This is an optimization exercise on Yosys and OpenROAD, whose aim is small area, a short achievable clock period and few clock cycles, not a production implementation.
RTL that was checked went through simulation tests only; none was proved equivalent to the original.
Power and IR drop assume default switching activity.

## run A
## cascaded_alu
module cascaded_alu (A1, B1, op_sel, clk, rst, start_op, end_op, result);
For scale: about 770 cells after synthesis, about 36 flip-flops, about 71 I/O pins, about 5500 um^2 of cells after synthesis.
make LEC_CHECK=0 ABC_AREA=1 CAP_MARGIN=20 CORE_MARGIN=2 CORE_UTILIZATION=40 SETUP_SLACK_MARGIN=3.0 SLEW_MARGIN=20 finish   # period 7.5 ns
run.sh (not shown) runs the stock make flow with config.mk's settings and CLKGATE_MAP_FILE= SYNTH_SCRIPT=/design/flow/synth_recipe.tcl, a recipe that flattens the netlist after the stock synthesis.
What run B does differently from run A at the input level:
# run A
export LEC_CHECK = 0
export ABC_AREA = 1
export CAP_MARGIN = 20
export CORE_MARGIN = 2
export CORE_UTILIZATION = 40
export SETUP_SLACK_MARGIN = 3.0
export SLEW_MARGIN = 20
create_clock -name core_clock -period 7.5 [get_ports {clk}]
# run B
export LEC_CHECK = 0
export CAP_MARGIN = 20
export CORE_MARGIN = 2
export CORE_UTILIZATION = 40
export SETUP_SLACK_MARGIN = 3.0
export SLEW_MARGIN = 20
create_clock -name core_clock -period 7.5 [get_ports {clk}]
[summary]
Compared with run A, run B shows a worst setup slack that is 0.33 ns lower. Relative slew slack (lower): run B. Global-route usage is lower on run A. Max area added between synthesis and finish across run B and run A: run A. Summary — core utilization, run B relative to run A: lower, by 1.4 points. Higher total power draw goes to run B over run A. No stage failed in run B, and the final checks on the layout all came back clean. Run A finished every stage and its layout cleared the timing, DRC and antenna checks.
Input-level comparison between run C and run B:
# run B
export LEC_CHECK = 0
export CAP_MARGIN = 20
export CORE_MARGIN = 2
export CORE_UTILIZATION = 40
export SETUP_SLACK_MARGIN = 3.0
export SLEW_MARGIN = 20
create_clock -name core_clock -period 7.5 [get_ports {clk}]
# run C
export LEC_CHECK = 0
export CAP_MARGIN = 20
export CORE_MARGIN = 2
export CORE_UTILIZATION = 40
export SETUP_SLACK_MARGIN = 2.0
export SLEW_MARGIN = 20
create_clock -name core_clock -period 7.5 [get_ports {clk}]
Findings:
Timing, DRC, antenna: 0 failures across run B and run C. Run C ends up with a total wire length that is 6.3% lower than in run B. | sequential share of cell area | run C vs run B | 0.77 points higher |. Run C: critical path depth lower than run B. Delta (run C minus run B): post-route clock skew ~0 delta, design area down 8.0%, number of combinational gates with multiple inputs roughly the same, wire length of the first global-routing pass now smaller. Taking run B as the reference, in run C least setup slack across all paths after layout +0.030 ns, worst max-slew margin expressed relative to the limit moved down, time the worst path needs with I/O delays and setup shows a reduction of 0.030 ns, global-route total usage across every layer lower.
Function was not checked in any run of this note: the RTL went through the layout flow alone.

* * *

## exp/garnet
The RTL this note starts from:
==> flow/design.v <==
module cascaded_alu (A1, B1, op_sel, clk, rst, start_op, end_op, result);
    input  [15:0] A1;
    input  [15:0] B1;
    input  [2:0]  op_sel;
    input         clk;
    input         rst;
    input         start_op;
    output        end_op;
    output [31:0] result;
    localparam W = 4;
    localparam K = 16 / W;
    localparam N = 16 + W;
    function automatic [32:0] padd(input [31:0] x, input [31:0] y, input ci, input integer n);
        reg [31:0] g, p, h;
        reg [32:0] c;
        integer i, l, j;
        begin
            h = x ^ y;
            g = x & y;
            p = h;
            g[0] = g[0] | (p[0] & ci);
            for (l = 0; (1 << l) < n; l = l + 1)
                for (i = 0; i < n; i = i + 1)
                    if ((i >> l) & 1) begin
                        j = ((i >> l) << l) - 1;
                        g[i] = g[i] | (p[i] & g[j]);
                        p[i] = p[i] & p[j];
                    end
            c = {g, ci};
            padd = 33'd0;
            for (i = 0; i < n; i = i + 1)
                padd[i] = h[i] ^ c[i];
            padd[n] = c[n];
        end
    endfunction
    reg  [K:1]  s;       
    reg  [31:0] r;       
    wire mstart = start_op & (op_sel == 3'd0);
    always @(posedge clk)
        if (rst) s <= '0;
        else     s <= {s[K-1:1], mstart};
    reg [W-1:0] dig;
    integer i;
    always @* begin
        dig = {W{start_op}} & B1[W-1:0];
        for (i = 1; i < K; i = i + 1)
            dig = dig | ({W{s[i]}} & B1[i*W +: W]);
    end
    reg [N-1:0] cs_s, cs_c, row;
    reg [32:0]  tsum;
    integer j;
    always @* begin
        cs_s = {{W{1'b0}}, start_op ? 16'd0 : r[31:16]};
        cs_c = {N{1'b0}};
        for (j = 0; j < W; j = j + 1) begin
            row  = {{W{1'b0}}, A1 & {16{dig[j]}}} << j;
            {cs_s, cs_c} = {cs_s ^ cs_c ^ row,
                            ((cs_s & cs_c) | (cs_s & row) | (cs_c & row)) << 1};
        end
        tsum = padd(cs_s, cs_c, 1'b0, N);
    end
    always @(posedge clk)
        r <= {tsum[N-1:0], r[15:W]};
    wire d0  = (op_sel == 3'd0);
    wire dar = ~op_sel[2] & (op_sel[1] | op_sel[0]);
    wire sub = (op_sel == 3'd2);
    wire d4  = (op_sel == 3'd4);
    wire d5  = (op_sel == 3'd5);
    wire d6  = (op_sel == 3'd6);
    wire d7  = (op_sel == 3'd7);
    wire [32:0] asum = padd({16'd0, A1}, {16'd0, B1 ^ {16{sub}}}, op_sel[1], 16);
    wire        c16  = asum[16];
    wire [15:0] lo = ({16{d0}}  & r[15:0])
                   | ({16{dar}} & asum[15:0])
                   | ({16{d4}}  & (A1 | B1))
                   | ({16{d5}}  & (A1 & B1))
                   | ({16{d6}}  & (A1 ^ B1))
                   | ({16{d7}}  & ~B1);
    wire [15:0] hi = ({16{d0}}  & r[31:16])
                   | ({16{d7}}  & ~A1)
                   | {{15{sub & ~c16}}, dar & (c16 ^ sub)};
    assign result = {hi, lo};
    assign end_op = (start_op & ~d0) | s[K];
endmodule
export LEC_CHECK = 0
export ABC_AREA = 1
export CAP_MARGIN = 20
export CORE_MARGIN = 2
export CORE_UTILIZATION = 40
export SETUP_SLACK_MARGIN = 2.0
export SLEW_MARGIN = 20
create_clock -name core_clock -period 7.5 [get_ports {clk}]
Testbench counts of exp/garnet, summed over its fixed seeds: cycles 35,988.
Input changes introduced in exp/nickel (baseline for comparison: exp/garnet):
diff --git a/flow/config.mk b/flow/config.mk
--- a/flow/config.mk
+++ b/flow/config.mk
@@ -8 +7,0 @@
-export ABC_AREA = 1
==> comparison <==
For maximum frequency, dividing the value from exp/nickel by the value from exp/garnet gives 0.925.
Relative to exp/garnet, net switching share of the total power decreased by 1.1 points in exp/nickel.
Compared with exp/garnet, exp/nickel shows a higher register-to-register slack.
Changes in exp/sierra relative to exp/nickel:
==> flow/flow/run.sh (new file) <==
#!/bin/bash
# Standard layout, unchanged; full tool output goes to standard.log.
bash standard.sh > standard.log 2>&1
==> flow/standard.sh (new file) <==
#!/bin/bash
# synth_recipe.tcl (not shown) runs the flow's synth.tcl, then flattens the netlist and writes it again
# the make line also repeats each setting of config.mk as NAME=value (left out here)
make -C /OpenROAD-flow-scripts/flow DESIGN_CONFIG=/design/flow/config.mk WORK_HOME=/design/flow/orfs CLKGATE_MAP_FILE= SYNTH_SCRIPT=/design/flow/synth_recipe.tcl "${@:-finish}"
removed: flow/run.sh
--- outcome ---
Diff exp/sierra..exp/nickel | die area | unchanged. Comparing exp/sierra with exp/nickel, the synthesized cell count came out essentially unchanged. From exp/nickel to exp/sierra the numbers moved as follows: area inside the core boundary barely changed; overall power barely changed; xor/xnor cell area share of the yosys netlist barely changed. exp/nickel and exp/sierra ended up with roughly the same area growth from synthesis to layout. exp/nickel -> exp/sierra: number of hold-repair buffers added at the cts stage delta 0, exact match. Number of unique standard cell types used by synthesis delta (exp/sierra -> exp/nickel): insignificant.

* * *

cascaded_alu, a different RTL version from the one above (not shown whole).
Size: about 36 flip-flops, ~71 I/O pins.
## cascaded_alu
module cascaded_alu (A1, B1, op_sel, clk, rst, start_op, end_op, result);
clock: 7.5 ns
lec_check: 0
cap_margin: 20
core_margin: 2
core_utilization: 40
slew_margin: 20
Stock flow here: none of the scripts above is used.
The baseline completed with no timing, DRC or antenna violations.
Next try:
SETUP_SLACK_MARGIN = 2.0   (was unset)
Worst setup slack improves by 1.1 ns.
Sequential share of layout area fell by 1.1 points.
Cell area is higher by 12%.
Via count came out higher by 7.4%.
Power is higher by 12%.
Clock skew is about the same.
Routed wire length rises by 14%.
Worst hold slack is about the same.
No run of this note included a check of the RTL's function; only the layout flow was run.

-- re-timing with driven ports --
No port has a modelled driver above. Below, the same layouts with a new extraction and two added sets of constraints.
Step 1 sets driving cells, clkbuf_16 on the clock port and buf_2 on the other inputs (assumed; they add their load-dependent delay and slew).
Step 2 also shifts input and output timing later by t, the mid clock arrival at the registers, as if the neighbouring blocks saw the same clock.
Slacks: no drivers / after step 1 / after step 2; pairs: no drivers / after step 1.
run | t (ns) | slack for setup (ns) | clock arrival spread, ns | slew at the worst register clock pin (ns)
run A | 0.329 | 1.964 / 1.918 / 1.634 | 0.011 / 0.011 | 0.07 / 0.07
run B | 0.342 | 1.630 / 1.594 / 1.407 | 0.005 / 0.006 | 0.07 / 0.07
run C | 0.339 | 1.660 / 1.628 / 1.604 | 0.005 / 0.005 | 0.06 / 0.06
exp/garnet | 0.328 | 2.046 / 2.003 / 1.731 | 0.006 / 0.007 | 0.06 / 0.06
exp/nickel | 0.326 | 1.605 / 1.569 / 1.569 | 0.013 / 0.012 | 0.07 / 0.07
exp/sierra | 0.326 | 1.605 / 1.569 / 1.569 | 0.013 / 0.012 | 0.07 / 0.07
the first run of note 3 | 0.329 | 0.314 / 0.290 / 0.290 | 0.010 / 0.009 | 0.06 / 0.06
the second run of note 3 | 0.325 | 1.389 / 1.357 / 1.357 | 0.007 / 0.007 | 0.06 / 0.06
After both steps setup and hold are still met in every run listed. The setup slack of run A, which loses most, moves by -0.046 ns with the drivers and by -0.330 ns with both steps.
